This is an optimization exercise on Yosys and OpenROAD, whose aim is small area, not a production implementation.
In this exercise RTL edits were held to simulation tests only and were not proved equivalent to the original.
No driver is modelled on the clock port, so clocking that relies on it looks cheaper here than on a real chip.
Power is estimated from default activity; no workload was simulated.

[flow/design.v]
module decimal_to_7segment_digit(
	input [3:0] decimal,
	output [6:0] segments
);
	assign segments[6] = (decimal[1]) | (~decimal[0] & ~decimal[2]) | (~decimal[2] & decimal[3]);  
	assign segments[5] = (decimal[0] & ~decimal[1]) | (~decimal[2]) | (decimal[0] & ~decimal[3]);  
	assign segments[4] = (decimal[0]) | (~decimal[1] & ~decimal[2]) | (decimal[1] & decimal[2]);  
	assign segments[3] = (~decimal[0] & decimal[1]) | (~decimal[0] & ~decimal[2]) | (decimal[1] & ~decimal[2]) | (decimal[1] & decimal[3]);  
	assign segments[2] = (~decimal[0] & decimal[1]) | (~decimal[0] & ~decimal[2]);  
	assign segments[1] = (~decimal[0] & ~decimal[1] & ~decimal[2]) | (~decimal[0] & decimal[1] & decimal[2]) | (decimal[3]);  
	assign segments[0] = (~decimal[0] & decimal[1]) | (decimal[1] & ~decimal[2]) | (decimal[3]);  
endmodule
module display(
	input wire clk,
	input wire user_btn,
	output wire [2:0] rgb_led,
	output wire digit_anode1,
	output wire digit_anode2,
	output wire digit_anode3,
	output wire digit_anode4,
	output wire segmentA,
	output wire segmentB,
	output wire segmentC,
	output wire segmentD,
	output wire segmentE,
	output wire segmentF,
	output wire segmentG
);
	wire rst = ~user_btn;
	localparam [7:0] TM = 8'haa;
	reg [7:0] ty;
	wire [7:0] tx = ty ^ TM;
	wire t52 = ~|tx[5:2];
	wire tick = tx[6] & t52 & ~tx[1] & ~tx[0];
	wire win = ~tx[7] & ~tx[6] & t52;
	always @(posedge clk)
		ty <= ((rst | tick) ? 8'h00 : {tx[6:0], tx[7] ^ ~(tx[2] & tx[6])}) ^ TM;
	reg [3:0] d;
	wire d_end = d[3] & d[2];       
	wire d_one = d == 4'd1;
	always @(posedge clk) begin
		if (rst | d_end) d <= 0;
		else d <= d + 1'b1;
	end
	reg [1:0] s;
	always @(posedge clk) begin
		if (rst) s <= 0;
		else if (d_end) s <= s + 1'b1;
	end
	reg [3:0] n0, n1y, n2, n3y;
	reg cf;       
	wire [1:0] ph = s + d[1:0];
	wire ones_ent = ph == 2'd0;
	wire thou_ent = ph == 2'd3;
	wire n0_9 = (n0[0] & n0[3]);
	wire n1_9 = (~n1y[0] & ~n1y[3]);
	wire n2_9 = (n2[0] & n2[3]);
	wire n3_9 = (~n3y[0] & ~n3y[3]);
	wire n0_10 = (n0[1] & n0[3]);
	wire lower9 = (ph == 2'd0) | (n0_9 & ((ph == 2'd1) | (n1_9 & ((ph == 2'd2) | n2_9))));
	wire wrap = ones_ent & (tick | win) & n0_10 & ~n3_9;
	wire c_in = tick ? (lower9 & ~wrap) : (win & (ones_ent ? ~wrap : cf));
	wire c_out = c_in & n3_9;
	wire [3:0] n3_inc;
	assign n3_inc[0] = (n3y[0] & n3y[1]) | (n3y[0] & n3y[3]);
	assign n3_inc[1] = (n3y[0] & ~n3y[1] & n3y[3]) | (~n3y[0] & n3y[1] & n3y[3]) | (~n3y[0] & n3y[1] & thou_ent);
	assign n3_inc[2] = (n3y[0] & ~n3y[2]) | (n3y[1] & ~n3y[2]) | (~n3y[0] & ~n3y[1] & n3y[2]);
	assign n3_inc[3] = (~n3y[0] & ~n3y[1] & ~n3y[2]) | (n3y[0] & n3y[1] & ~n3y[3]) | (~n3y[0] & ~n3y[3] & thou_ent);
	always @(posedge clk) begin
		if (rst) begin
			n0 <= 4'h0; n2 <= 4'h0; n3y <= 4'h5;
			cf <= 0;
		end else begin
			n0 <= c_in ? n3_inc : ~n3y;
			n2 <= ~n1y;
			n3y <= ~n2;
			cf <= c_out & ~thou_ent;
		end
		if (rst | wrap) n1y <= 4'hf;
		else n1y <= ~n0;
	end
	wire [3:0] sample;
	assign sample[0] = (n0[0]) | (~n0[1] & n0[2]);
	assign sample[1] = (n0[0] & n0[2]) | (n0[1] & ~n0[3]);
	assign sample[2] = (n0[2]);
	assign sample[3] = (~n0[1] & n0[2]) | (~n0[1] & n0[3]);
	reg [3:0] l;
	always @(posedge clk) begin
		if (rst) l <= 4'h4;
		else if (d_one) l <= sample;
	end
	wire [6:0] seg;
	decimal_to_7segment_digit conv (l, seg);
	assign rgb_led = 3'b111;
	assign digit_anode4 = ~(s == 2'd0);
	assign digit_anode3 = ~(s == 2'd1);
	assign digit_anode2 = ~(s == 2'd2);
	assign digit_anode1 = ~(s == 2'd3);
	assign {segmentA, segmentB, segmentC, segmentD, segmentE, segmentF, segmentG} = seg;
endmodule
[flow/flow/run.sh]
#!/bin/bash
# Standard layout, with area-oriented ABC scripts in synthesis (registers
# untouched), smaller port buffers, a smaller clock tree, and one tie cell
# for the constant outputs.
set -euo pipefail
W=$PWD
sed -e "s#SYNTH_SCRIPT=[^ ]*#SYNTH_SCRIPT=$W/flow/my_synth.tcl#" standard.sh > my_standard.sh
export MY_FLOW_DIR=$W/flow
export BUFFER_PORTS_ARGS="-buffer_cell sky130_fd_sc_hd__buf_1"
export CTS_ARGS="-clk_nets clk -repair_clock_nets -dont_use_dummy_load"
export PRE_CTS_TCL=$W/flow/manual_cts.tcl
export MY_CLK_NET=clk MY_CLK_BUF=sky130_fd_sc_hd__clkbuf_4 MY_CLK_NBUF=4
export SKIP_REPAIR_TIE_FANOUT=1
bash my_standard.sh > make_flow.log 2>&1
[flow/flow/abc_1.script]
strash
dc2
dc2
dch -f
amap
topo
[flow/flow/abc_2.script]
strash
&get -n
&deepsyn -T 10
&put
dch -f
amap
topo
[flow/flow/abc_3.script]
strash
&get -n
&deepsyn -T 10 -S 5
&put
dch -f
amap
topo
[flow/flow/abc_4.script]
strash
&get -n
&deepsyn -T 10
&put
dch -f
map -a
topo
[flow/flow/abc_5.script]
strash
&get -n
&deepsyn -T 10 -S 9
&put
dc2
dch -f
amap
topo
[flow/flow/abc_x08.script]
strash
&get -n
&deepsyn -T 8 -S 2
&put
dc2
dch -f
amap
topo
[flow/flow/abc_x10.script]
strash
&get -n
&deepsyn -T 8 -S 3
&put
dch -f
amap
topo
[flow/flow/abc_x11.script]
strash
&get -n
&deepsyn -T 8 -S 3
&put
dc2
dch -f
amap
topo
[flow/flow/abc_x12.script]
strash
&get -n
&deepsyn -T 8 -S 3
&put
dch -f
map -a
topo
[flow/flow/abc_x22.script]
strash
&get -n
&deepsyn -T 8 -S 7
&put
dch -f
amap
topo
[flow/flow/manual_cts.tcl]
# Drive the registers' clock pins from a few clock buffers fed by the clock
# port, split by position, instead of TritonCTS's two-level tree.
set block [ord::get_db_block]
set clknet [$block findNet $::env(MY_CLK_NET)]
set master [[ord::get_db] findMaster $::env(MY_CLK_BUF)]
set nb $::env(MY_CLK_NBUF)
set sinks {}
foreach it [$clknet getITerms] {
  set inst [$it getInst]
  lappend sinks [list [lindex [$inst getLocation] 0] $it]
}
set sinks [lsort -integer -index 0 $sinks]
set n [llength $sinks]
for {set b 0} {$b < $nb} {incr b} {
  set inst [odb::dbInst_create $block $master clkbuf_man_$b]
  set net [odb::dbNet_create $block clk_man_$b]
  $net setSigType CLOCK
  set lo [expr {$b * $n / $nb}]
  set hi [expr {($b + 1) * $n / $nb}]
  set sx 0; set sy 0
  for {set i $lo} {$i < $hi} {incr i} {
    set it [lindex [lindex $sinks $i] 1]
    set loc [[$it getInst] getLocation]
    set sx [expr {$sx + [lindex $loc 0]}]
    set sy [expr {$sy + [lindex $loc 1]}]
    $it disconnect
    $it connect $net
  }
  [$inst findITerm A] connect $clknet
  [$inst findITerm X] connect $net
  $inst setLocation [expr {$sx / ($hi - $lo)}] [expr {$sy / ($hi - $lo)}]
  $inst setPlacementStatus PLACED
}
global_connect
[flow/flow/my_synth.tcl]
# The standard flow's synthesis script, with the technology mapping step replaced: ABC
# maps the combinational logic with several area-oriented scripts and the
# smallest result is kept. Registers are not touched.
proc synth {args} { yosys synth -nofsm -noshare {*}$args }
proc extract_fa {args} { }
proc abc {args} {
  set out {}
  set skip 0
  foreach a $args {
    if {$skip} { set skip 0; continue }
    if {$a eq "-script" || $a eq "-D"} { set skip 1; continue }
    lappend out $a
  }
  set libs {}
  foreach lib $::env(LIB_FILES) { lappend libs -liberty $lib }
  yosys design -save pre_abc
  set best -1
  set best_script {}
  set i 0
  foreach script [lsort [glob $::env(MY_FLOW_DIR)/abc_*.script]] {
    incr i
    yosys design -load pre_abc
    yosys abc -script $script {*}$out
    set st_file $::env(RESULTS_DIR)/abc_stat.txt
    yosys tee -q -o $st_file stat {*}$libs
    set fh [open $st_file]
    set st [read $fh]
    close $fh
    regexp {Chip area for module [^:]*: ([0-9.]+)} $st -> area
    puts "MY_ABC $script area $area"
    yosys design -save abc_result_$i
    if {$best < 0 || $area < $best} {
      set best $area
      set best_script $script
      set best_i $i
    }
  }
  puts "MY_ABC best $best_script area $best"
  yosys design -load abc_result_$best_i
}
source $::env(SCRIPTS_DIR)/synth.tcl
# left out here: clear keep_hierarchy, flatten, clean up, hide names made inside functions, write 1_2_yosys.v
[flow/standard.sh]
#!/bin/bash
# synth_recipe.tcl (not shown) runs the flow's synth.tcl, then flattens the netlist and writes it again
# the make line also repeats each setting of config.mk as NAME=value (left out here)
make -C /OpenROAD-flow-scripts/flow DESIGN_CONFIG=/design/flow/config.mk WORK_HOME=/design/flow/orfs CLKGATE_MAP_FILE= SYNTH_SCRIPT=/design/flow/synth_recipe.tcl "${@:-finish}"
[flow/config.mk]
export PLATFORM = sky130hd
export DESIGN_NAME = display
export DESIGN_NICKNAME = display
export VERILOG_FILES = /design/flow/design.v
export SDC_FILE = /design/flow/constraint.sdc
export NUM_CORES = 4
export LEC_CHECK = 0
export CAP_MARGIN = 20
export CORE_MARGIN = 2
export CORE_UTILIZATION = 40
export SLEW_MARGIN = 20
[flow/constraint.sdc]
create_clock -name core_clock -period 20.0 [get_ports {clk}]
set_input_delay 4.0000 -clock core_clock [delete_from_list [all_inputs] [get_ports {clk}]]
set_output_delay 4.0000 -clock core_clock [all_outputs]
set_load 0.01 [all_outputs]
==> impl_table.tex, run 1 <==
\begin{tabular}{lr}
\hline
Metric & Value \\
\hline
\multicolumn{2}{l}{\textbf{Run status}} \\
\quad Outcome & no timing/DRC/antenna violations \\
\multicolumn{2}{l}{\textbf{Floorplanning}} \\
\quad Starting utilization of the core area & 0.414 \\
\quad DIE HEIGHT & 60.0 um \\
\quad Standard-cell row count & 20 \\
\quad Top Ports & 16 \\
\quad Die W & 60.0 um \\
\quad Area of the core & 0.00303 mm\^{}2 \\
\quad Die Outline Area & 0.00360 mm\^{}2 \\
\multicolumn{2}{l}{\textbf{Detailed routing}} \\
\quad Routed length per placed instance & 10.6 um \\
\quad Via count normalized by instance count & 4.86 \\
\quad Router iterations before antenna repair & 4 \\
\quad Detail Route Antenna Nets & 0 \\
\quad DRC violation total after the first TritonRoute iteration & 44 \\
\quad Count of unresolved DRC violations after routing & 0 \\
\quad Wire length after detailed routing & 2.22 mm \\
\quad Vias & 1016 \\
\multicolumn{2}{l}{\textbf{Cells and area}} \\
\quad Total Nets Final & 169 \\
\quad Total of fill cells in the finished design & 318 \\
\quad Most frequent cells in the layout & sky130\_fd\_sc\_hd\_\_dfxtp\_1, sky130\_fd\_sc\_hd\_\_nor2\_1, sky130\_fd\_sc\_hd\_\_nand2\_1 \\
\quad Diodes inserted & 0 \\
\quad Reg area & 701 um\^{}2 \\
\quad Synth-to-Final Area Change & 10.4\% \\
\quad Layout cells sized above 1 & 0.0424 \\
\quad Area used by multi-input combinational logic & 478 um\^{}2 \\
\quad Commonest non-fill, non-tap cell in the layout & sky130\_fd\_sc\_hd\_\_dfxtp\_1 \\
\multicolumn{2}{l}{\textbf{GRT}} \\
\quad Number of antenna violations at the first check in global routing & 0 \\
\quad Via count of the first global-routing pass & 953 \\
\quad First-pass GRT wire length & 4.00 mm \\
\quad Leftover overflow at the end of global routing & 0 \\
\quad Maximum number of pins on one net before global-route repair & 18 \\
\quad Global-route usage over all layers & 0.150 \\
\multicolumn{2}{l}{\textbf{Logic synthesis}} \\
\quad Yosys warning count & 1 \\
\quad \#FFs+latches synth & 35 \\
\quad Post-synthesis cell type count & 25 \\
\quad Netlist area before placement & 0.00125 mm\^{}2 \\
\quad Mean area per synthesized cell & 8.41 um\^{}2 \\
\quad Instance count of the mapped netlist & 149 \\
\quad Total nets after synthesis & 151 \\
\quad Sequential area share after synthesis & 0.559 \\
\multicolumn{2}{l}{\textbf{Critical path}} \\
\quad CP endpoint kind & output pin \\
\quad Setup CP Type & reg -> out \\
\quad Beginning of the worst register-to-register path & ty[2]\$\_SDFF\_PP0\_ \\
\quad Arrival time of data at the critical path endpoint & 1650 ps \\
\quad Number of cells traversed by the worst register-to-register path & 10 \\
\quad Worst reg2reg endpoint & n0[1]\$\_SDFF\_PN0\_ \\
\quad Reg-to-reg slack, setup & 17510 ps \\
\quad Worst Path Required & 16000 ps \\
\quad Worst setup path start & l[1]\$\_SDFFE\_PN0N\_ \\
\quad Worst setup path endpoint & segmentA \\
\quad Launching element type of the critical path & register \\
\quad Worst Path Max Fanout & 8 \\
\multicolumn{2}{l}{\textbf{CTS}} \\
\quad Clock transition at the register clock pins on the worst setup and hold paths after CTS & 100 ps \\
\quad Clock buffers created by TritonCTS & 3 \\
\quad Post-cts hold buffer count & 0 \\
\quad Post-CTS setup buffer count & 0 \\
\quad Clock tree from TritonCTS & done \\
\quad Resized cells post-CTS & 0 \\
\quad Insertion delay to the later sink of the worst-skew pair & 420 ps \\
\multicolumn{2}{l}{\textbf{Job}} \\
\quad Max Cap Violations & 0 \\
\multicolumn{2}{l}{\textbf{Worst hold path}} \\
\quad Hold Crit Class & reg -> reg \\
\quad Worst min-delay path startpoint & n2[2]\$\_SDFF\_PN0\_ \\
\quad Number of stages on the worst hold path & 1 \\
\multicolumn{2}{l}{\textbf{Placement}} \\
\quad Count of port buffers added during placement & 12 \\
\quad Global placer's final weighted congestion & 0.754 \\
\quad Detailed placement HPWL & 1.69 mm \\
\multicolumn{2}{l}{\textbf{Timing}} \\
\quad Final max-slew violation count & 0 \\
\quad Fin Hold WS & 367 ps \\
\quad Final Setup Violations & 0 \\
\quad Setup Total Neg Slack & 0 ps \\
\quad Setup repair after global routing missed its margin & false \\
\quad Number of endpoints with negative hold slack in the final report & 0 \\
\quad Highest achievable clock rate & 0.177 GHz \\
\quad Remaining max-slew budget at the tightest pin & 0.628 \\
\quad Part of the cycle the worst path needs & 0.283 \\
\quad Maximum clock skew at final layout & 15.4 ps \\
\quad Transition at the pin with the smallest max-transition slack & 550 ps \\
\quad Time the final worst path needs with I/O delays and setup & 5650 ps \\
\multicolumn{2}{l}{\textbf{Power and ir drop}} \\
\quad Static leakage & 0.000506 uW \\
\quad Power density over cell area & 90.0 mW/mm\^{}2 \\
\quad Worst ir drop on vdd & 0.0530 mV \\
\hline
\end{tabular}
[logic make-up after synthesis]
| kind of cell | Yosys count | synth area share |
|---|---|---|
| buffers and inverters | 17 | 0.0599 |
| AO/OA/AOI/OAI | 29 | 0.154 |
| AND/OR/NAND/NOR | 67 | 0.225 |
| flip-flops | 35 | 0.559 |
| other | 1 | 0.00299 |
[worst min path at each step]
stage,end,slack (ps)
after global routing,n2[2]$_SDFF_PN0_,380
after detailed placement,n3y[2]$_SDFF_PN1_,360
after CTS,n2[2]$_SDFF_PN0_,380
after floorplan,n3y[2]$_SDFF_PN1_,350
after global placement,n3y[2]$_SDFF_PN1_,360
final,n3y[2]$_SDFF_PN1_,370
[worst max-delay path, stage by stage, from the launching register on]
cell	delay, ps
sky130_fd_sc_hd__dfxtp_1	340
sky130_fd_sc_hd__clkinv_1	170
sky130_fd_sc_hd__nand2_1	120
sky130_fd_sc_hd__o21ai_0	100
sky130_fd_sc_hd__o21ai_0	220
sky130_fd_sc_hd__o21a_1	140
sky130_fd_sc_hd__buf_1	140
[routing by layer]
metal  part of all wire  GRT usage
met5                  0          0
met4             0.0090     0.0476
met1               0.46      0.168
met2               0.49      0.262
met3              0.035     0.0519
[cell type report, without the clock buffers]
type                            count  area share
Tap cell                           44      0.0398
Sequential cell                    35       0.506
Timing Repair Buffer               12      0.0325
Buffer                              4      0.0217
Multi-Input combinational cell     97       0.345
Inverter                           14      0.0380
[per-stage QoR]
stage	util	worst slack, ps	instances	instance area, um^2	total power [uW]
3_5_place_dp	0.440	14070	202	1330	88.8
6_report	0.457	14350	209	1380	124
4_1_cts	0.457	14320	209	1380	127
3_3_place_gp	0.440	14210	202	1330	88.6
5_1_grt	0.457	14160	209	1380	133
2_1_floorplan	-	14700	149	1250	85.5
[synth_stat cells]
cell type | count | area, um^2
sky130_fd_sc_hd__a211oi_1 | 6 | 45.0
sky130_fd_sc_hd__a21oi_1 | 4 | 20.0
sky130_fd_sc_hd__a22oi_1 | 1 | 7.51
sky130_fd_sc_hd__and3_1 | 1 | 6.26
sky130_fd_sc_hd__buf_4 | 3 | 22.5
sky130_fd_sc_hd__clkinv_1 | 14 | 52.6
sky130_fd_sc_hd__conb_1 | 1 | 3.75
sky130_fd_sc_hd__dfxtp_1 | 35 | 701
sky130_fd_sc_hd__nand2_1 | 21 | 78.8
sky130_fd_sc_hd__nand3_1 | 2 | 10.0
sky130_fd_sc_hd__nand3b_1 | 1 | 7.51
sky130_fd_sc_hd__nor2_1 | 32 | 120
sky130_fd_sc_hd__nor2b_1 | 1 | 6.26
sky130_fd_sc_hd__nor3_1 | 5 | 25.0
sky130_fd_sc_hd__nor4_1 | 2 | 12.5
sky130_fd_sc_hd__nor4b_1 | 1 | 8.76
sky130_fd_sc_hd__o2111ai_1 | 1 | 8.76
sky130_fd_sc_hd__o21a_1 | 3 | 22.5
sky130_fd_sc_hd__o21ai_0 | 6 | 30.0
sky130_fd_sc_hd__o221ai_1 | 1 | 8.76
sky130_fd_sc_hd__o22a_1 | 1 | 8.76
sky130_fd_sc_hd__o22ai_1 | 4 | 25.0
sky130_fd_sc_hd__o31ai_1 | 1 | 7.51
sky130_fd_sc_hd__o32ai_1 | 1 | 8.76
sky130_fd_sc_hd__or3_1 | 1 | 6.26
[registers in the layout, summed over array words and instances, names as in the netlist]
| signal | flops |
|---|---|
| cf | 1 |
| n0 | 4 |
| l | 4 |
| d | 4 |
| s | 2 |
| ty | 8 |
| n3y | 4 |
| n2 | 4 |
| n1y | 4 |
[where the power goes]
| part | total, uW | switching (uW) | internal [uW] |
|---|---|---|---|
| combinational | 11.9 | 7.69 | 4.23 |
| clock | 37.4 | 21.2 | 16.2 |
| sequential | 75.2 | 2.52 | 72.6 |
| total | 124 | 31.4 | 93.1 |
==> inputs of run 2 (changes only) <==
--- a/flow/flow/run.sh
+++ b/flow/flow/run.sh
@@ -11,3 +11,3 @@
 export PRE_CTS_TCL=$W/flow/manual_cts.tcl
-export MY_CLK_NET=clk MY_CLK_BUF=sky130_fd_sc_hd__clkbuf_4 MY_CLK_NBUF=4
+export MY_CLK_NET=clk MY_CLK_BUF=sky130_fd_sc_hd__clkbuf_8 MY_CLK_NBUF=2
 export SKIP_REPAIR_TIE_FANOUT=1
==> impl_table.tex, run 2 <==
\begin{tabular}{lr}
\hline
Metric & Value \\
\hline
\multicolumn{2}{l}{\textbf{Run status}} \\
\quad Outcome & no timing/DRC/antenna violations \\
\multicolumn{2}{l}{\textbf{Floorplanning}} \\
\quad Starting utilization of the core area & 0.414 (unchanged) \\
\quad Die Outline Area & 0.00360 mm\^{}2 (unchanged) \\
\quad Area of the core & 0.00303 mm\^{}2 (unchanged) \\
\quad Top Ports & 16 (unchanged) \\
\quad Die W & 60.0 um (unchanged) \\
\quad Standard-cell row count & 20 (unchanged) \\
\quad DIE HEIGHT & 60.0 um (unchanged) \\
\multicolumn{2}{l}{\textbf{Detailed routing}} \\
\quad Router iterations before antenna repair & 4 (unchanged) \\
\quad Via count normalized by instance count & 4.89 (+0.57\%) \\
\quad Count of unresolved DRC violations after routing & 0 (unchanged) \\
\quad Vias & 1012 (-0.39\%) \\
\quad Detail Route Antenna Nets & 0 (unchanged) \\
\quad DRC violation total after the first TritonRoute iteration & 59 (+34\%) \\
\quad Routed length per placed instance & 10.5 um (-0.63\%) \\
\quad Wire length after detailed routing & 2.18 mm (-1.6\%) \\
\multicolumn{2}{l}{\textbf{Placement}} \\
\quad Detailed placement HPWL & 1.69 mm (unchanged) \\
\quad Count of port buffers added during placement & 12 (unchanged) \\
\quad Global placer's final weighted congestion & 0.754 (unchanged) \\
\multicolumn{2}{l}{\textbf{GRT}} \\
\quad M3 GR Usage & 0.0476 (-0.00433) \\
\quad First-pass GRT wire length & 3.89 mm (-2.8\%) \\
\quad Number of antenna violations at the first check in global routing & 0 (unchanged) \\
\quad Highest-utilization routing layer at the global route stage & met2 \\
\quad Via count of the first global-routing pass & 910 (-4.5\%) \\
\quad Met2 Track Usage GR & 0.244 (-0.0186) \\
\quad Global routing usage on met1 & 0.178 (+0.00919) \\
\quad Leftover overflow at the end of global routing & 0 (unchanged) \\
\quad Maximum number of pins on one net before global-route repair & 19 (+1) \\
\quad Global-route usage over all layers & 0.144 (-0.00546) \\
\multicolumn{2}{l}{\textbf{Timing}} \\
\quad Final Setup Violations & 0 (unchanged) \\
\quad Number of endpoints with negative hold slack in the final report & 0 (unchanged) \\
\quad Part of the cycle the worst path needs & 0.282 (about the same) \\
\quad Setup Total Neg Slack & 0 ps (unchanged) \\
\quad Transition at the pin with the smallest max-transition slack & 529 ps (-20.6 ps) \\
\quad Time the final worst path needs with I/O delays and setup & 5650 ps (-3.90 ps) \\
\quad Maximum clock skew at final layout & 7.69 ps (-7.76 ps) \\
\quad Final max-slew violation count & 0 (unchanged) \\
\quad Highest achievable clock rate & 0.177 GHz (about the same) \\
\quad Remaining max-slew budget at the tightest pin & 0.642 (+0.0139) \\
\quad Setup repair after global routing missed its margin & false \\
\multicolumn{2}{l}{\textbf{Job}} \\
\quad Max Cap Violations & 0 (unchanged) \\
\multicolumn{2}{l}{\textbf{Power and ir drop}} \\
\quad Worst ir drop on vdd & 0.0520 mV (-1.9\%) \\
\quad Power density over cell area & 89.0 mW/mm\^{}2 (-1.1\%) \\
\quad Static leakage & 0.000502 uW (-0.79\%) \\
\quad Power, Total & 123 uW (-1.2\%) \\
\multicolumn{2}{l}{\textbf{Logic synthesis}} \\
\quad Fraction of registers with async set/reset & 0 (unchanged) \\
\quad Combinational family with the most area after synthesis & simple AND/OR/NAND/NOR gates \\
\quad Share of synthesized cell area in full adder, half adder and majority cells & 0 (unchanged) \\
\quad Leading cell types by total area after synthesis & sky130\_fd\_sc\_hd\_\_dfxtp\_1, sky130\_fd\_sc\_hd\_\_nor2\_1, sky130\_fd\_sc\_hd\_\_nand2\_1 \\
\quad Total nets after synthesis & 151 (unchanged) \\
\quad Main flop type after synthesis & sky130\_fd\_sc\_hd\_\_dfxtp\_1 \\
\quad Instance count of the mapped netlist & 149 (unchanged) \\
\quad Share of the synthesized area in compound gates (AO/OA/AOI/OAI) & 0.154 (unchanged) \\
\quad Post-synthesis share of cell area spent on and, or, nand and nor gates & 0.225 (unchanged) \\
\quad Post-synthesis cell type count & 25 (unchanged) \\
\quad Xor and xnor area share after synthesis & 0 (unchanged) \\
\quad Most frequently used cell type in the post-synthesis netlist & sky130\_fd\_sc\_hd\_\_dfxtp\_1 \\
\quad Share of the synthesized area in the top cell type & 0.559 (unchanged) \\
\quad Mean area per synthesized cell & 8.41 um\^{}2 (unchanged) \\
\quad Sequential area share after synthesis & 0.559 (unchanged) \\
\quad Top cells by count, synth & sky130\_fd\_sc\_hd\_\_dfxtp\_1, sky130\_fd\_sc\_hd\_\_nor2\_1, sky130\_fd\_sc\_hd\_\_nand2\_1, sky130\_fd\_sc\_hd\_\_clkinv\_1 \\
\quad Netlist area before placement & 0.00125 mm\^{}2 (unchanged) \\
\quad Yosys warning count & 1 (unchanged) \\
\quad Post-synth top area cell & sky130\_fd\_sc\_hd\_\_dfxtp\_1 \\
\quad \#FFs+latches synth & 35 (unchanged) \\
\quad Count of flip-flops with a built-in enable after synthesis & 0 (unchanged) \\
\quad Proportion of synthesized area in mux cells & 0 (unchanged) \\
\multicolumn{2}{l}{\textbf{Critical path}} \\
\quad Arrival time of data at the critical path endpoint & 1650 ps (about the same) \\
\quad Worst Path Required & 16000 ps (about the same) \\
\quad Launching element type of the critical path & register \\
\quad Setup CP Type & reg -> out \\
\quad Worst Path Max Fanout & 8 (unchanged) \\
\quad CP endpoint kind & output pin \\
\multicolumn{2}{l}{\textbf{Cells and area}} \\
\quad Total of fill cells in the finished design & 316 (-0.63\%) \\
\quad Total Nets Final & 167 (-1.2\%) \\
\quad Area used by multi-input combinational logic & 478 um\^{}2 (unchanged) \\
\quad Synth-to-Final Area Change & 10.2\% \\
\quad Commonest non-fill, non-tap cell in the layout & sky130\_fd\_sc\_hd\_\_dfxtp\_1 \\
\quad Max FFs per register & 8 (unchanged) \\
\quad Diodes inserted & 0 (unchanged) \\
\quad Layout cells sized above 1 & 0.0307 (-0.0117) \\
\quad Reg area & 701 um\^{}2 (unchanged) \\
\quad Post-Route Utilization & 0.456 (-0.000827) \\
\quad Most frequent cells in the layout & sky130\_fd\_sc\_hd\_\_dfxtp\_1, sky130\_fd\_sc\_hd\_\_nor2\_1, sky130\_fd\_sc\_hd\_\_nand2\_1 \\
\quad Top reg by flops & ty \\
\multicolumn{2}{l}{\textbf{CTS}} \\
\quad Clock tree from TritonCTS & done \\
\quad Post-CTS setup buffer count & 0 (unchanged) \\
\quad Resized cells post-CTS & 0 (unchanged) \\
\quad Insertion delay to the later sink of the worst-skew pair & 410 ps (about the same) \\
\quad Clock transition at the register clock pins on the worst setup and hold paths after CTS & 100 ps (about the same) \\
\quad Clock buffers created by TritonCTS & 3 (unchanged) \\
\quad Post-cts hold buffer count & 0 (unchanged) \\
\multicolumn{2}{l}{\textbf{Worst hold path}} \\
\quad Hold Crit Class & reg -> reg \\
\hline
\end{tabular}
-- run 2: cell types whose count changed in the layout (fill, tap and decap cells not counted), sizes merged --
cell,change
clkbuf,-2
-- run 2: final cells by class, without the clock buffers --
| class | instances | area share |
|---|---|---|
| buffer | 2 | 0.0199 |
| inverter | 14 | 0.0380 |
| multi-input combinational | 97 | 0.346 |
| sequential | 35 | 0.507 |
| tap | 44 | 0.0399 |
| timing repair buffer | 12 | 0.0326 |
-- run 2: cells by family after synthesis --
group,Yosys count
AO/OA/AOI/OAI,29
buffers and inverters,17
flip-flops,35
other,1
AND/OR/NAND/NOR,67
-- run 2: routing by layer --
metal  vias to the layer above  routed length [um]
met3                         2                  73
li1                        533                   -
met5                         -                   0
met2                        15                1020
met4                         0                  21
met1                       462                1060
-- run 2: power breakdown --
| group | internal, uW | total, uW | switching (uW) |
|---|---|---|---|
| registers | 72.7 | 75.2 | 2.51 |
| clock network | 15.9 | 35.8 | 19.9 |
| logic | 4.23 | 11.9 | 7.71 |
-- run 2: critical path: stages (launching register included) --
cell	delay (ps)
sky130_fd_sc_hd__dfxtp_1	350
sky130_fd_sc_hd__clkinv_1	170
sky130_fd_sc_hd__nand2_1	120
sky130_fd_sc_hd__o21ai_0	100
sky130_fd_sc_hd__o21ai_0	220
sky130_fd_sc_hd__o21a_1	140
sky130_fd_sc_hd__buf_1	140
-- run 2: path summary, 6_finish.rpt --
path	start	endpoint	slack, ps	cells past startpoint
worst min-delay path	n2[2]$_SDFF_PN0_	n3y[2]$_SDFF_PN1_	370	1
worst min register to register	n2[2]$_SDFF_PN0_	n3y[2]$_SDFF_PN1_	370	1
worst max-delay path	l[1]$_SDFFE_PN0N_	segmentA	14350	6
worst max register to register	ty[2]$_SDFF_PP0_	n0[1]$_SDFF_PN0_	17510	10
-- run 2: metrics by stage --
stage,hold slack (ps),instance area [um^2],setup slack [ps],cells
2_1_floorplan,350,1250,14700,149
3_3_place_gp,360,1330,14210,202
3_5_place_dp,358,1330,14070,202
4_1_cts,371,1380,14330,207
5_1_grt,379,1380,14170,207
6_report,371,1380,14350,207
==> inputs of run 3 (changes only) <==
--- a/flow/flow/run.sh
+++ b/flow/flow/run.sh
@@ -9,3 +9,3 @@
 export BUFFER_PORTS_ARGS="-buffer_cell sky130_fd_sc_hd__buf_1"
-export CTS_ARGS="-clk_nets clk -repair_clock_nets -dont_use_dummy_load"
+export CTS_ARGS="-sink_clustering_enable -repair_clock_nets -dont_use_dummy_load"
 export PRE_CTS_TCL=$W/flow/manual_cts.tcl
--- a/flow/flow/manual_cts.tcl
+++ b/flow/flow/manual_cts.tcl
@@ -34 +34,2 @@
 global_connect
+set_cts_config -skip_nets $::env(MY_CLK_NET)
==> impl_table.tex, run 3 <==
\begin{tabular}{lr}
\hline
Metric & Value \\
\hline
\multicolumn{2}{l}{\textbf{Power and ir drop}} \\
\quad Static leakage & 0.000488 uW (-2.7\%) \\
\quad Worst ir drop on vdd & 0.0517 mV (-0.60\%) \\
\quad Power density over cell area & 83.1 mW/mm\^{}2 (-6.6\%) \\
\quad Power, Total & 113 uW (-8.2\%) \\
\multicolumn{2}{l}{\textbf{Run status}} \\
\quad Outcome & no timing/DRC/antenna violations \\
\multicolumn{2}{l}{\textbf{Timing}} \\
\quad Transition at the pin with the smallest max-transition slack & 532 ps (+2.83 ps) \\
\quad Remaining max-slew budget at the tightest pin & 0.640 (-0.00191) \\
\quad Setup Total Neg Slack & 0 ps (unchanged) \\
\quad Highest achievable clock rate & 0.174 GHz (-1.7\%) \\
\quad Final Setup Violations & 0 (unchanged) \\
\quad Part of the cycle the worst path needs & 0.287 (+0.00498) \\
\quad Maximum clock skew at final layout & 9.28 ps (+1.60 ps) \\
\quad Setup repair after global routing missed its margin & false \\
\quad Number of endpoints with negative hold slack in the final report & 0 (unchanged) \\
\quad Final max-slew violation count & 0 (unchanged) \\
\quad Time the final worst path needs with I/O delays and setup & 5750 ps (+99.6 ps) \\
\multicolumn{2}{l}{\textbf{Cells and area}} \\
\quad Layout Cell Area excl Fill & 0.00136 mm\^{}2 (-1.6\%) \\
\quad Area used by multi-input combinational logic & 478 um\^{}2 (unchanged) \\
\quad Reg area & 701 um\^{}2 (unchanged) \\
\quad Synth-to-Final Area Change & 8.38\% \\
\quad Total of fill cells in the finished design & 317 (+0.32\%) \\
\quad Most frequent cells in the layout & sky130\_fd\_sc\_hd\_\_dfxtp\_1, sky130\_fd\_sc\_hd\_\_nor2\_1, sky130\_fd\_sc\_hd\_\_nand2\_1 \\
\quad Commonest non-fill, non-tap cell in the layout & sky130\_fd\_sc\_hd\_\_dfxtp\_1 \\
\quad Top reg by flops & ty \\
\quad Max FFs per register & 8 (unchanged) \\
\quad Total Nets Final & 164 (-1.8\%) \\
\quad Diodes inserted & 0 (unchanged) \\
\quad Layout cells sized above 1 & 0.0125 (-0.0182) \\
\multicolumn{2}{l}{\textbf{Critical path}} \\
\quad CP endpoint kind & register \\
\quad Chain of cells forming the critical path & buf\_1 -> clkinv\_1 -> or3\_1 -> nor4\_1 -> nand3b\_1 -> o31ai\_1 \\
\quad Worst Path Required & 20050 ps (+4050 ps) \\
\quad CP max stage delay & 540 ps (+190 ps) \\
\quad Crit-path slowest cell & sky130\_fd\_sc\_hd\_\_or3\_1 \\
\quad Buf/Inv on CP & 2 (unchanged) \\
\quad Setup CP Type & in -> reg \\
\quad Worst Path Max Fanout & 17 (+9) \\
\quad Launching element type of the critical path & primary input \\
\quad Family with the most delay on the worst path & simple AND/OR/NAND/NOR gates \\
\quad Arrival time of data at the critical path endpoint & 5790 ps (+4140 ps) \\
\multicolumn{2}{l}{\textbf{Logic synthesis}} \\
\quad Most frequently used cell type in the post-synthesis netlist & sky130\_fd\_sc\_hd\_\_dfxtp\_1 \\
\quad Post-synth top area cell & sky130\_fd\_sc\_hd\_\_dfxtp\_1 \\
\quad Leading cell types by total area after synthesis & sky130\_fd\_sc\_hd\_\_dfxtp\_1, sky130\_fd\_sc\_hd\_\_nor2\_1, sky130\_fd\_sc\_hd\_\_nand2\_1 \\
\quad Fraction of registers with async set/reset & 0 (unchanged) \\
\quad Post-synthesis cell type count & 25 (unchanged) \\
\quad \#FFs+latches synth & 35 (unchanged) \\
\quad Netlist area before placement & 0.00125 mm\^{}2 (unchanged) \\
\quad Main flop type after synthesis & sky130\_fd\_sc\_hd\_\_dfxtp\_1 \\
\quad Yosys warning count & 1 (unchanged) \\
\quad Mean area per synthesized cell & 8.41 um\^{}2 (unchanged) \\
\quad Sequential area share after synthesis & 0.559 (unchanged) \\
\quad Total nets after synthesis & 151 (unchanged) \\
\quad Share of the synthesized area in the top cell type & 0.559 (unchanged) \\
\quad Top cells by count, synth & sky130\_fd\_sc\_hd\_\_dfxtp\_1, sky130\_fd\_sc\_hd\_\_nor2\_1, sky130\_fd\_sc\_hd\_\_nand2\_1, sky130\_fd\_sc\_hd\_\_clkinv\_1 \\
\quad Count of flip-flops with a built-in enable after synthesis & 0 (unchanged) \\
\quad Instance count of the mapped netlist & 149 (unchanged) \\
\multicolumn{2}{l}{\textbf{GRT}} \\
\quad Maximum number of pins on one net before global-route repair & 19 (unchanged) \\
\quad Via count of the first global-routing pass & 888 (-2.4\%) \\
\quad Number of antenna violations at the first check in global routing & 0 (unchanged) \\
\quad First-pass GRT wire length & 3.81 mm (-2.1\%) \\
\quad Global-route usage over all layers & 0.133 (-0.0116) \\
\quad Leftover overflow at the end of global routing & 0 (unchanged) \\
\multicolumn{2}{l}{\textbf{Floorplanning}} \\
\quad Die Outline Area & 0.00360 mm\^{}2 (unchanged) \\
\quad Die W & 60.0 um (unchanged) \\
\quad Standard-cell row count & 20 (unchanged) \\
\quad DIE HEIGHT & 60.0 um (unchanged) \\
\quad Starting utilization of the core area & 0.414 (unchanged) \\
\quad Top Ports & 16 (unchanged) \\
\quad Area of the core & 0.00303 mm\^{}2 (unchanged) \\
\multicolumn{2}{l}{\textbf{Placement}} \\
\quad Count of port buffers added during placement & 12 (unchanged) \\
\quad Global placer's final weighted congestion & 0.754 (unchanged) \\
\quad Detailed placement HPWL & 1.69 mm (unchanged) \\
\quad Instance area after placement & 0.00133 mm\^{}2 (unchanged) \\
\multicolumn{2}{l}{\textbf{CTS}} \\
\quad Insertion delay to the later sink of the worst-skew pair & 160 ps (-250 ps) \\
\quad Post-cts hold buffer count & 0 (unchanged) \\
\quad Post-CTS setup buffer count & 0 (unchanged) \\
\quad Clock transition at the register clock pins on the worst setup and hold paths after CTS & 100 ps (about the same) \\
\quad Resized cells post-CTS & 0 (unchanged) \\
\multicolumn{2}{l}{\textbf{Detailed routing}} \\
\quad Count of unresolved DRC violations after routing & 0 (unchanged) \\
\quad Router iterations before antenna repair & 4 (unchanged) \\
\quad Wire length after detailed routing & 2.14 mm (-1.8\%) \\
\quad DRC violation total after the first TritonRoute iteration & 59 (unchanged) \\
\quad Vias & 983 (-2.9\%) \\
\quad Routed length per placed instance & 10.5 um (-0.39\%) \\
\quad Via count normalized by instance count & 4.82 (-1.4\%) \\
\quad Detail Route Antenna Nets & 0 (unchanged) \\
\multicolumn{2}{l}{\textbf{Worst hold path}} \\
\quad Hold Crit Class & reg -> reg \\
\multicolumn{2}{l}{\textbf{Job}} \\
\quad Max Cap Violations & 0 (unchanged) \\
\hline
\end{tabular}
==> run 3: cell count changes in the layout (fill, tap and decap cells not counted), sizes merged <==
cell,previous run,this run
clkbuf,5,2
==> run 3: kinds of logic (layout without fill, tap and decap cells) <==
group / count (synthesis) / after routing / synth area share
compound gates: 29 / 29 / 0.154
buf+inv: 17 / 28 / 0.0599
flops: 35 / 35 / 0.559
other cells: 1 / 1 / 0.00299
simple gates: 67 / 67 / 0.225
==> run 3: area by class of cell <==
type                    instances  area share
well taps                      44      0.0405
inverters                      14      0.0387
flip-flops and latches         35       0.516
plain buffers                   2      0.0203
multi-input cells              97       0.352
repair buffers                 12      0.0331
==> run 3: worst reg2reg max path, stage by stage, from the launching register on <==
cell and delay, ps:
sky130_fd_sc_hd__dfxtp_1 340, sky130_fd_sc_hd__nor2_1 90, sky130_fd_sc_hd__nand3_1 110, sky130_fd_sc_hd__nor4b_1 480
sky130_fd_sc_hd__o221ai_1 290, sky130_fd_sc_hd__clkinv_1 80, sky130_fd_sc_hd__a211oi_1 50, sky130_fd_sc_hd__or3_1 360
sky130_fd_sc_hd__nor4_1 360, sky130_fd_sc_hd__nand3b_1 170, sky130_fd_sc_hd__o31ai_1 70
==> run 3: metal layers <==
metal | vias to the layer above | track usage | share of wire
met4 | 0 | 0.0127 | 0.013
met1 | 442 | 0.171 | 0.48
met2 | 12 | 0.248 | 0.47
li1 | 526 | - | -
met3 | 3 | 0.00866 | 0.029
met5 | - | 0 | 0
==> run 3: power breakdown <==
group	total (uW)	leakage, uW	internal [uW]	switching [uW]
Sequential	75.2	0.000287	72.7	2.50
Clock	25.8	0.0000144	9.30	16.5
Combinational	11.9	0.000187	4.23	7.71
==> run 3: final timing paths <==
check / start / to / slack, ps / cells after the start
hold reg to reg: n2[2]$_SDFF_PN0_ / n3y[2]$_SDFF_PN1_ / 370 / 1
setup / recovery: user_btn / n0[1]$_SDFF_PN0_ / 14250 / 6
setup reg to reg: ty[2]$_SDFF_PP0_ / n0[1]$_SDFF_PN0_ / 17510 / 10
hold / removal: n2[2]$_SDFF_PN0_ / n3y[2]$_SDFF_PN1_ / 370 / 1
==> run 3: stage by stage <==
step,setup slack [ps],instances,hold WS (ps),utilization
6_report,14250,204,369,0.449
5_1_grt,13970,204,379,0.449
4_1_cts,14030,204,358,0.449
3_5_place_dp,14070,202,358,0.440
3_3_place_gp,14210,202,360,0.440
2_1_floorplan,14700,149,350,-
==> inputs of run 4 (changes only) <==
--- a/flow/flow/run.sh
+++ b/flow/flow/run.sh
@@ -11,3 +11,3 @@
 export PRE_CTS_TCL=$W/flow/manual_cts.tcl
-export MY_CLK_NET=clk MY_CLK_BUF=sky130_fd_sc_hd__clkbuf_8 MY_CLK_NBUF=2
+export MY_CLK_NET=clk MY_CLK_BUF=sky130_fd_sc_hd__clkbuf_4 MY_CLK_NBUF=4
 export SKIP_REPAIR_TIE_FANOUT=1
==> impl_table.tex, run 4 <==
\begin{tabular}{lr}
\hline
Metric & Value \\
\hline
\multicolumn{2}{l}{\textbf{Cells and area}} \\
\quad Synth-to-Final Area Change & 8.58\% \\
\quad Post-Route Utilization & 0.450 (+0.000827) \\
\quad Total Nets Final & 166 (+1.2\%) \\
\quad Diodes inserted & 0 (unchanged) \\
\quad Count of placed standard cells in the final layout, fillers left out & 206 (+0.98\%) \\
\quad Area used by multi-input combinational logic & 478 um\^{}2 (unchanged) \\
\quad Layout Cell Area excl Fill & 0.00136 mm\^{}2 (+0.18\%) \\
\quad Top reg by flops & ty \\
\quad Commonest non-fill, non-tap cell in the layout & sky130\_fd\_sc\_hd\_\_dfxtp\_1 \\
\quad Layout cells sized above 1 & 0.0247 (+0.0122) \\
\quad Max FFs per register & 8 (unchanged) \\
\quad Most frequent cells in the layout & sky130\_fd\_sc\_hd\_\_dfxtp\_1, sky130\_fd\_sc\_hd\_\_nor2\_1, sky130\_fd\_sc\_hd\_\_nand2\_1 \\
\quad Reg area & 701 um\^{}2 (unchanged) \\
\quad Total of fill cells in the finished design & 319 (+0.63\%) \\
\multicolumn{2}{l}{\textbf{Power and ir drop}} \\
\quad Sw frac & 0.239 (+0.00182) \\
\quad Power density over cell area & 83.4 mW/mm\^{}2 (+0.36\%) \\
\quad Clock network fraction of design power & 0.233 (+0.004) \\
\quad Sw Pwr & 27.1 uW (+1.3\%) \\
\quad Share of power burned in combinational logic & 0.105 (about the same) \\
\quad P\_int & 86.4 uW (+0.31\%) \\
\quad Worst ir drop on vdd & 0.0477 mV (-7.7\%) \\
\quad Sequential group share of total power & 0.662 (-0.004) \\
\quad Static leakage & 0.000492 uW (+0.82\%) \\
\multicolumn{2}{l}{\textbf{Critical path}} \\
\quad Crit-path slowest cell & sky130\_fd\_sc\_hd\_\_or3\_1 \\
\quad Buf/Inv on CP & 2 (unchanged) \\
\quad Beginning of the worst register-to-register path & ty[2]\$\_SDFF\_PP0\_ \\
\quad CP max stage delay & 540 ps (about the same) \\
\quad Family with the most delay on the worst path & simple AND/OR/NAND/NOR gates \\
\quad Worst setup path start & user\_btn \\
\quad Arrival time of data at the critical path endpoint & 5810 ps (+20 ps) \\
\quad Launching element type of the critical path & primary input \\
\quad Worst Path Max Fanout & 17 (unchanged) \\
\quad Chain of cells forming the critical path & buf\_1 -> clkinv\_1 -> or3\_1 -> nor4\_1 -> nand3b\_1 -> o31ai\_1 \\
\quad Worst reg2reg endpoint & n0[1]\$\_SDFF\_PN0\_ \\
\quad Number of cells traversed by the worst register-to-register path & 10 (unchanged) \\
\quad Worst setup path endpoint & n0[1]\$\_SDFF\_PN0\_ \\
\quad Worst Path Required & 20040 ps (about the same) \\
\quad Setup CP Type & in -> reg \\
\quad Number of cells on the critical path & 6 (unchanged) \\
\quad CP endpoint kind & register \\
\quad Reg-to-reg slack, setup & 17520 ps (about the same) \\
\multicolumn{2}{l}{\textbf{Timing}} \\
\quad Maximum clock skew at final layout & 12.6 ps (+3.32 ps) \\
\quad Setup repair after global routing missed its margin & false \\
\quad Time the final worst path needs with I/O delays and setup & 5770 ps (+24.3 ps) \\
\quad Remaining max-slew budget at the tightest pin & 0.647 (+0.00671) \\
\quad Fin Hold WS & 371 ps (+1.23 ps) \\
\quad Number of endpoints with negative hold slack in the final report & 0 (unchanged) \\
\quad Setup Total Neg Slack & 0 ps (unchanged) \\
\quad Highest achievable clock rate & 0.173 GHz (-0.42\%) \\
\quad Final max-slew violation count & 0 (unchanged) \\
\quad Final Setup Violations & 0 (unchanged) \\
\quad Transition at the pin with the smallest max-transition slack & 522 ps (-9.93 ps) \\
\quad Part of the cycle the worst path needs & 0.289 (+0.00122) \\
\multicolumn{2}{l}{\textbf{Floorplanning}} \\
\quad Starting utilization of the core area & 0.414 (unchanged) \\
\quad Die W & 60.0 um (unchanged) \\
\quad Standard-cell row count & 20 (unchanged) \\
\quad Area of the core & 0.00303 mm\^{}2 (unchanged) \\
\quad Top Ports & 16 (unchanged) \\
\quad DIE HEIGHT & 60.0 um (unchanged) \\
\quad Die Outline Area & 0.00360 mm\^{}2 (unchanged) \\
\multicolumn{2}{l}{\textbf{Logic synthesis}} \\
\quad Instance count of the mapped netlist & 149 (unchanged) \\
\quad Post-synth top area cell & sky130\_fd\_sc\_hd\_\_dfxtp\_1 \\
\quad \#FFs+latches synth & 35 (unchanged) \\
\quad Leading cell types by total area after synthesis & sky130\_fd\_sc\_hd\_\_dfxtp\_1, sky130\_fd\_sc\_hd\_\_nor2\_1, sky130\_fd\_sc\_hd\_\_nand2\_1 \\
\quad Sequential area share after synthesis & 0.559 (unchanged) \\
\quad Main flop type after synthesis & sky130\_fd\_sc\_hd\_\_dfxtp\_1 \\
\quad Post-synthesis cell type count & 25 (unchanged) \\
\quad Mean area per synthesized cell & 8.41 um\^{}2 (unchanged) \\
\quad Count of flip-flops with a built-in enable after synthesis & 0 (unchanged) \\
\quad Top cells by count, synth & sky130\_fd\_sc\_hd\_\_dfxtp\_1, sky130\_fd\_sc\_hd\_\_nor2\_1, sky130\_fd\_sc\_hd\_\_nand2\_1, sky130\_fd\_sc\_hd\_\_clkinv\_1 \\
\quad Total nets after synthesis & 151 (unchanged) \\
\quad Share of the synthesized area in the top cell type & 0.559 (unchanged) \\
\quad Fraction of registers with async set/reset & 0 (unchanged) \\
\quad Most frequently used cell type in the post-synthesis netlist & sky130\_fd\_sc\_hd\_\_dfxtp\_1 \\
\quad Netlist area before placement & 0.00125 mm\^{}2 (unchanged) \\
\quad Yosys warning count & 1 (unchanged) \\
\multicolumn{2}{l}{\textbf{Job}} \\
\quad Max Cap Violations & 0 (unchanged) \\
\multicolumn{2}{l}{\textbf{Placement}} \\
\quad Global placer's final weighted congestion & 0.754 (unchanged) \\
\quad Detailed placement HPWL & 1.69 mm (unchanged) \\
\quad Count of port buffers added during placement & 12 (unchanged) \\
\quad Placed cell count & 202 (unchanged) \\
\quad Instance area after placement & 0.00133 mm\^{}2 (unchanged) \\
\multicolumn{2}{l}{\textbf{Detailed routing}} \\
\quad Detail Route Antenna Nets & 0 (unchanged) \\
\quad Count of unresolved DRC violations after routing & 0 (unchanged) \\
\quad Routed length per placed instance & 10.6 um (+1.2\%) \\
\quad Wire length after detailed routing & 2.19 mm (+2.2\%) \\
\quad DRC violation total after the first TritonRoute iteration & 36 (-39\%) \\
\quad Vias & 992 (+0.92\%) \\
\quad Via count normalized by instance count & 4.82 (about the same) \\
\quad Router iterations before antenna repair & 4 (unchanged) \\
\multicolumn{2}{l}{\textbf{GRT}} \\
\quad Number of antenna violations at the first check in global routing & 0 (unchanged) \\
\quad Leftover overflow at the end of global routing & 0 (unchanged) \\
\quad Via count of the first global-routing pass & 920 (+3.6\%) \\
\quad First-pass GRT wire length & 3.94 mm (+3.4\%) \\
\quad Global-route usage over all layers & 0.137 (+0.00449) \\
\quad Maximum number of pins on one net before global-route repair & 18 (-1) \\
\multicolumn{2}{l}{\textbf{CTS}} \\
\quad Post-cts hold buffer count & 0 (unchanged) \\
\quad Resized cells post-CTS & 0 (unchanged) \\
\quad Post-CTS setup buffer count & 0 (unchanged) \\
\quad Insertion delay to the later sink of the worst-skew pair & 160 ps (about the same) \\
\quad Clock transition at the register clock pins on the worst setup and hold paths after CTS & 100 ps (about the same) \\
\multicolumn{2}{l}{\textbf{Run status}} \\
\quad Outcome & no timing/DRC/antenna violations \\
\multicolumn{2}{l}{\textbf{Worst hold path}} \\
\quad Hold Crit Class & reg -> reg \\
\hline
\end{tabular}
[run 4: changes by cell type in the layout (fill, tap and decap cells not counted), sizes merged]
cell	change
clkbuf	+2
[run 4: power groups by stage]
stage	sequential, uW	combinational, uW	clock, uW
final	75.2	11.9	26.5
after global routing	75.7	13.9	30.9
after CTS	76.8	12.1	20.1
after detailed placement	76.7	12.0	0
after global placement	76.7	11.9	0
after floorplan	76.0	9.49	0
[run 4: cell type report]
cell class / instances / share of cell area
plain buffers: 4 / 0.0221
inverters: 14 / 0.0386
flip-flops and latches: 35 / 0.515
repair buffers: 12 / 0.0331
multi-input cells: 97 / 0.351
well taps: 44 / 0.0404
[run 4: logic make-up after synthesis]
| logic type | Yosys count | synth area share |
|---|---|---|
| other cells | 1 | 0.00299 |
| flops | 35 | 0.559 |
| buf+inv | 17 | 0.0599 |
| simple gates | 67 | 0.225 |
| compound gates | 29 | 0.154 |
[run 4: how the worst min path moves through the flow]
stage                       from           endpoint  slack [ps]  cells past startpoint
4_1_cts         n2[2]$_SDFF_PN0_  n3y[2]$_SDFF_PN1_         360                      1
3_5_place_dp    n2[2]$_SDFF_PN0_  n3y[2]$_SDFF_PN1_         360                      1
3_3_place_gp    n2[2]$_SDFF_PN0_  n3y[2]$_SDFF_PN1_         360                      1
5_1_grt        n1y[2]$_SDFF_PP1_   n2[2]$_SDFF_PN0_         380                      1
6_report        n2[2]$_SDFF_PN0_  n3y[2]$_SDFF_PN1_         370                      1
2_1_floorplan   n2[2]$_SDFF_PN0_  n3y[2]$_SDFF_PN1_         350                      1
[run 4: through the flow]
step                total power (uW)  worst slack (ps)
global route                     120             13970
finish                           114             14230
global placement                88.6             14210
floorplan                       85.5             14700
detailed placement              88.8             14070
CTS                              109             14030
[run 4: per-layer routing]
| metal | GRT usage | vias to the layer above | share of wire |
|---|---|---|---|
| met5 | 0 | - | 0 |
| met4 | 0.0159 | 0 | 0.0078 |
| met3 | 0.0130 | 2 | 0.032 |
| met2 | 0.262 | 13 | 0.50 |
| met1 | 0.168 | 446 | 0.46 |
| li1 | - | 531 | - |
[run 4: worst reg2reg max path, delay by kind of cell (launching register included)]
kind	cells	cell delay [ps]
AOI/OAI and AO/OA	4	490
DFF	1	330
and+or+nand+nor	6	1550
==> inputs of run 5 (changes only) <==
--- a/flow/flow/run.sh
+++ b/flow/flow/run.sh
@@ -2,4 +2,6 @@
 # Standard layout, with area-oriented ABC scripts in synthesis (registers
-# untouched), smaller port buffers, a smaller clock tree, and one tie cell
-# for the constant outputs.
+# untouched), smaller port buffers, a clock tree of two buffers fed by the
+# clock port (manual_cts.tcl, in place of TritonCTS's tree), and one tie cell
+# for the constant outputs. Each tool's output is in orfs/logs/ and make's in
+# make_flow.log.
 set -euo pipefail
@@ -11,3 +13,3 @@
 export PRE_CTS_TCL=$W/flow/manual_cts.tcl
-export MY_CLK_NET=clk MY_CLK_BUF=sky130_fd_sc_hd__clkbuf_4 MY_CLK_NBUF=4
+export MY_CLK_NET=clk MY_CLK_BUF=sky130_fd_sc_hd__clkbuf_8 MY_CLK_NBUF=2
 export SKIP_REPAIR_TIE_FANOUT=1
==> impl_table.tex, run 5 <==
\begin{tabular}{lr}
\hline
Metric & Value \\
\hline
\multicolumn{2}{l}{\textbf{Run status}} \\
\quad Outcome & no timing/DRC/antenna violations \\
\multicolumn{2}{l}{\textbf{Critical path}} \\
\quad Arrival time of data at the critical path endpoint & 5790 ps (-20 ps) \\
\quad Beginning of the worst register-to-register path & ty[2]\$\_SDFF\_PP0\_ \\
\quad Setup CP Type & in -> reg \\
\quad Worst Path Required & 20050 ps (about the same) \\
\quad Worst Path Max Fanout & 17 (unchanged) \\
\quad Reg-to-reg slack, setup & 17510 ps (about the same) \\
\quad Worst reg2reg endpoint & n0[1]\$\_SDFF\_PN0\_ \\
\quad CP endpoint kind & register \\
\quad Worst setup path start & user\_btn \\
\quad Number of cells traversed by the worst register-to-register path & 10 (unchanged) \\
\quad Launching element type of the critical path & primary input \\
\multicolumn{2}{l}{\textbf{Cells and area}} \\
\quad Synth-to-Final Area Change & 8.38\% \\
\quad Total Nets Final & 164 (-1.2\%) \\
\quad Diodes inserted & 0 (unchanged) \\
\quad Top reg by flops & ty \\
\quad Most frequent cells in the layout & sky130\_fd\_sc\_hd\_\_dfxtp\_1, sky130\_fd\_sc\_hd\_\_nor2\_1, sky130\_fd\_sc\_hd\_\_nand2\_1 \\
\quad Max FFs per register & 8 (unchanged) \\
\quad Layout cells sized above 1 & 0.0125 (-0.0122) \\
\quad Commonest non-fill, non-tap cell in the layout & sky130\_fd\_sc\_hd\_\_dfxtp\_1 \\
\quad Layout Cell Area excl Fill & 0.00136 mm\^{}2 (-0.18\%) \\
\multicolumn{2}{l}{\textbf{Floorplanning}} \\
\quad Area of the core & 0.00303 mm\^{}2 (unchanged) \\
\quad Die Outline Area & 0.00360 mm\^{}2 (unchanged) \\
\quad DIE HEIGHT & 60.0 um (unchanged) \\
\quad Die W & 60.0 um (unchanged) \\
\quad Starting utilization of the core area & 0.414 (unchanged) \\
\quad Top Ports & 16 (unchanged) \\
\quad Standard-cell row count & 20 (unchanged) \\
\multicolumn{2}{l}{\textbf{Timing}} \\
\quad Setup Total Neg Slack & 0 ps (unchanged) \\
\quad Final max-slew violation count & 0 (unchanged) \\
\quad Maximum clock skew at final layout & 9.28 ps (-3.32 ps) \\
\quad Part of the cycle the worst path needs & 0.287 (-0.00122) \\
\quad Highest achievable clock rate & 0.174 GHz (+0.42\%) \\
\quad Remaining max-slew budget at the tightest pin & 0.640 (-0.00671) \\
\quad Transition at the pin with the smallest max-transition slack & 532 ps (+9.93 ps) \\
\quad Fin Hold WS & 369 ps (-1.23 ps) \\
\quad Time the final worst path needs with I/O delays and setup & 5750 ps (-24.3 ps) \\
\quad Final Setup Violations & 0 (unchanged) \\
\quad Number of endpoints with negative hold slack in the final report & 0 (unchanged) \\
\quad Setup repair after global routing missed its margin & false \\
\multicolumn{2}{l}{\textbf{Logic synthesis}} \\
\quad Mean area per synthesized cell & 8.41 um\^{}2 (unchanged) \\
\quad Share of the synthesized area in compound gates (AO/OA/AOI/OAI) & 0.154 (unchanged) \\
\quad Combinational family with the most area after synthesis & simple AND/OR/NAND/NOR gates \\
\quad Post-synthesis cell type count & 25 (unchanged) \\
\quad Post-synth top area cell & sky130\_fd\_sc\_hd\_\_dfxtp\_1 \\
\quad Share of the synthesized area in the top cell type & 0.559 (unchanged) \\
\quad Xor and xnor area share after synthesis & 0 (unchanged) \\
\quad Netlist area before placement & 0.00125 mm\^{}2 (unchanged) \\
\quad Count of flip-flops with a built-in enable after synthesis & 0 (unchanged) \\
\quad Share of synthesized cell area in full adder, half adder and majority cells & 0 (unchanged) \\
\quad Main flop type after synthesis & sky130\_fd\_sc\_hd\_\_dfxtp\_1 \\
\quad Sequential area share after synthesis & 0.559 (unchanged) \\
\quad Top cells by count, synth & sky130\_fd\_sc\_hd\_\_dfxtp\_1, sky130\_fd\_sc\_hd\_\_nor2\_1, sky130\_fd\_sc\_hd\_\_nand2\_1, sky130\_fd\_sc\_hd\_\_clkinv\_1 \\
\quad Most frequently used cell type in the post-synthesis netlist & sky130\_fd\_sc\_hd\_\_dfxtp\_1 \\
\quad Yosys warning count & 1 (unchanged) \\
\quad Leading cell types by total area after synthesis & sky130\_fd\_sc\_hd\_\_dfxtp\_1, sky130\_fd\_sc\_hd\_\_nor2\_1, sky130\_fd\_sc\_hd\_\_nand2\_1 \\
\quad Total nets after synthesis & 151 (unchanged) \\
\quad Proportion of synthesized area in mux cells & 0 (unchanged) \\
\quad Instance count of the mapped netlist & 149 (unchanged) \\
\quad Fraction of registers with async set/reset & 0 (unchanged) \\
\quad \#FFs+latches synth & 35 (unchanged) \\
\quad Post-synthesis share of cell area spent on and, or, nand and nor gates & 0.225 (unchanged) \\
\multicolumn{2}{l}{\textbf{Power and ir drop}} \\
\quad Power density over cell area & 83.1 mW/mm\^{}2 (-0.36\%) \\
\quad Worst ir drop on vdd & 0.0517 mV (+8.4\%) \\
\quad Static leakage & 0.000488 uW (-0.82\%) \\
\multicolumn{2}{l}{\textbf{Detailed routing}} \\
\quad Vias & 983 (-0.91\%) \\
\quad Wire length after detailed routing & 2.14 mm (-2.2\%) \\
\quad Via count normalized by instance count & 4.82 (about the same) \\
\quad Routed length per placed instance & 10.5 um (-1.2\%) \\
\quad Count of unresolved DRC violations after routing & 0 (unchanged) \\
\quad Detail Route Antenna Nets & 0 (unchanged) \\
\quad Router iterations before antenna repair & 4 (unchanged) \\
\quad DRC violation total after the first TritonRoute iteration & 59 (+64\%) \\
\multicolumn{2}{l}{\textbf{CTS}} \\
\quad Resized cells post-CTS & 0 (unchanged) \\
\quad Post-CTS setup buffer count & 0 (unchanged) \\
\quad Clock transition at the register clock pins on the worst setup and hold paths after CTS & 100 ps (about the same) \\
\quad Post-cts hold buffer count & 0 (unchanged) \\
\quad Insertion delay to the later sink of the worst-skew pair & 160 ps (about the same) \\
\multicolumn{2}{l}{\textbf{GRT}} \\
\quad Via count of the first global-routing pass & 888 (-3.5\%) \\
\quad Number of antenna violations at the first check in global routing & 0 (unchanged) \\
\quad Global-route usage over all layers & 0.133 (-0.00449) \\
\quad Maximum number of pins on one net before global-route repair & 19 (+1) \\
\quad Leftover overflow at the end of global routing & 0 (unchanged) \\
\quad First-pass GRT wire length & 3.81 mm (-3.3\%) \\
\multicolumn{2}{l}{\textbf{Placement}} \\
\quad Count of port buffers added during placement & 12 (unchanged) \\
\quad Detailed placement HPWL & 1.69 mm (unchanged) \\
\quad Global placer's final weighted congestion & 0.754 (unchanged) \\
\quad Instance area after placement & 0.00133 mm\^{}2 (unchanged) \\
\multicolumn{2}{l}{\textbf{Worst hold path}} \\
\quad Worst min-delay path startpoint & n2[2]\$\_SDFF\_PN0\_ \\
\quad Hold Crit Class & reg -> reg \\
\quad Endpoint with the worst hold slack & n3y[2]\$\_SDFF\_PN1\_ \\
\quad Number of stages on the worst hold path & 1 (unchanged) \\
\multicolumn{2}{l}{\textbf{Job}} \\
\quad Max Cap Violations & 0 (unchanged) \\
\hline
\end{tabular}
## run 5: cell counts after synthesis
No cell type changed its count.
## run 5: critical path: stages
cell and delay, ps:
sky130_fd_sc_hd__buf_1 230, sky130_fd_sc_hd__clkinv_1 430, sky130_fd_sc_hd__or3_1 540, sky130_fd_sc_hd__nor4_1 360, sky130_fd_sc_hd__nand3b_1 170, sky130_fd_sc_hd__o31ai_1 70
## run 5: worst max-delay path by stage
stage	endpoint	slack (ps)	depth (start not counted)
2_1_floorplan	n0[1]$_SDFF_PN0_	14700	5
4_1_cts	n0[1]$_SDFF_PN0_	14030	6
6_report	n0[1]$_SDFF_PN0_	14250	6
3_3_place_gp	n0[3]$_SDFF_PN0_	14210	7
5_1_grt	n0[3]$_SDFF_PN0_	13970	7
3_5_place_dp	n0[1]$_SDFF_PN0_	14070	6
## run 5: cell type report
type / instances / area, um^2
Tap cell: 44 / 55.1
Timing Repair Buffer: 12 / 45.0
Inverter: 14 / 52.6
Fill cell: 317 / 1670
Multi-Input combinational cell: 97 / 478
Sequential cell: 35 / 701
Buffer: 2 / 27.5
## run 5: cell families (layout without fill, tap and decap cells)
| kind of cell | count (synthesis) | in the layout |
|---|---|---|
| compound gates | 29 | 29 |
| simple gates | 67 | 67 |
| buf+inv | 17 | 28 |
| flops | 35 | 35 |
| other cells | 1 | 1 |
## run 5: metal layers
metal	GRT usage	wire length [um]
met1	0.171	1040
met2	0.248	1020
met3	0.00866	63
met4	0.0127	27
met5	0	0
## run 5: report_power, final
part | leakage [uW] | switching, uW | internal, uW
combinational | 0.000187 | 7.71 | 4.23
sequential | 0.000287 | 2.50 | 72.7
clock | 0.0000144 | 16.5 | 9.30
total | 0.000488 | 26.7 | 86.2
## run 5: metrics by stage
stage	utilization	setup slack, ps	instances	total power (uW)
floorplan	-	14700	149	85.5
global placement	0.440	14210	202	88.6
detailed placement	0.440	14070	202	88.8
CTS	0.449	14030	204	109
global route	0.449	13970	204	119
finish	0.449	14250	204	113

## separate check: timing with driven ports
How much do the figures lean on ideal ports? The routed layouts below were timed once more, with nothing changed but the port constraints.
Step 1 sets driving cells, clkbuf_16 on the clock port and buf_2 on the other inputs (assumed; they add their load-dependent delay and slew).
Step 2, shift: input delay + t, output delay - t, t = (earliest + latest rising clock arrival at the registers) / 2. This alone moves slack from input paths to output paths.
Three values: no drivers, after step 1, after step 2; two values: the first two.
run	t (ns)	setup slack, ns	worst setup path at the end	slew at the worst register clock pin (ns)
run 1	0.432	14.350 / 14.329 / 14.064	input to register	0.10 / 0.10
run 2	0.424	14.354 / 14.333 / 14.066	input to register	0.10 / 0.10
run 3	0.189	14.254 / 14.262 / 14.073	input to register	0.10 / 0.10
run 4	0.190	14.230 / 14.243 / 14.053	input to register	0.10 / 0.10
run 5	0.189	14.254 / 14.262 / 14.073	input to register	0.10 / 0.10
After both steps every run listed still meets setup and hold. For run 2, which loses most, drivers alone change the setup slack by -0.021 ns; drivers and shift together by -0.288 ns.
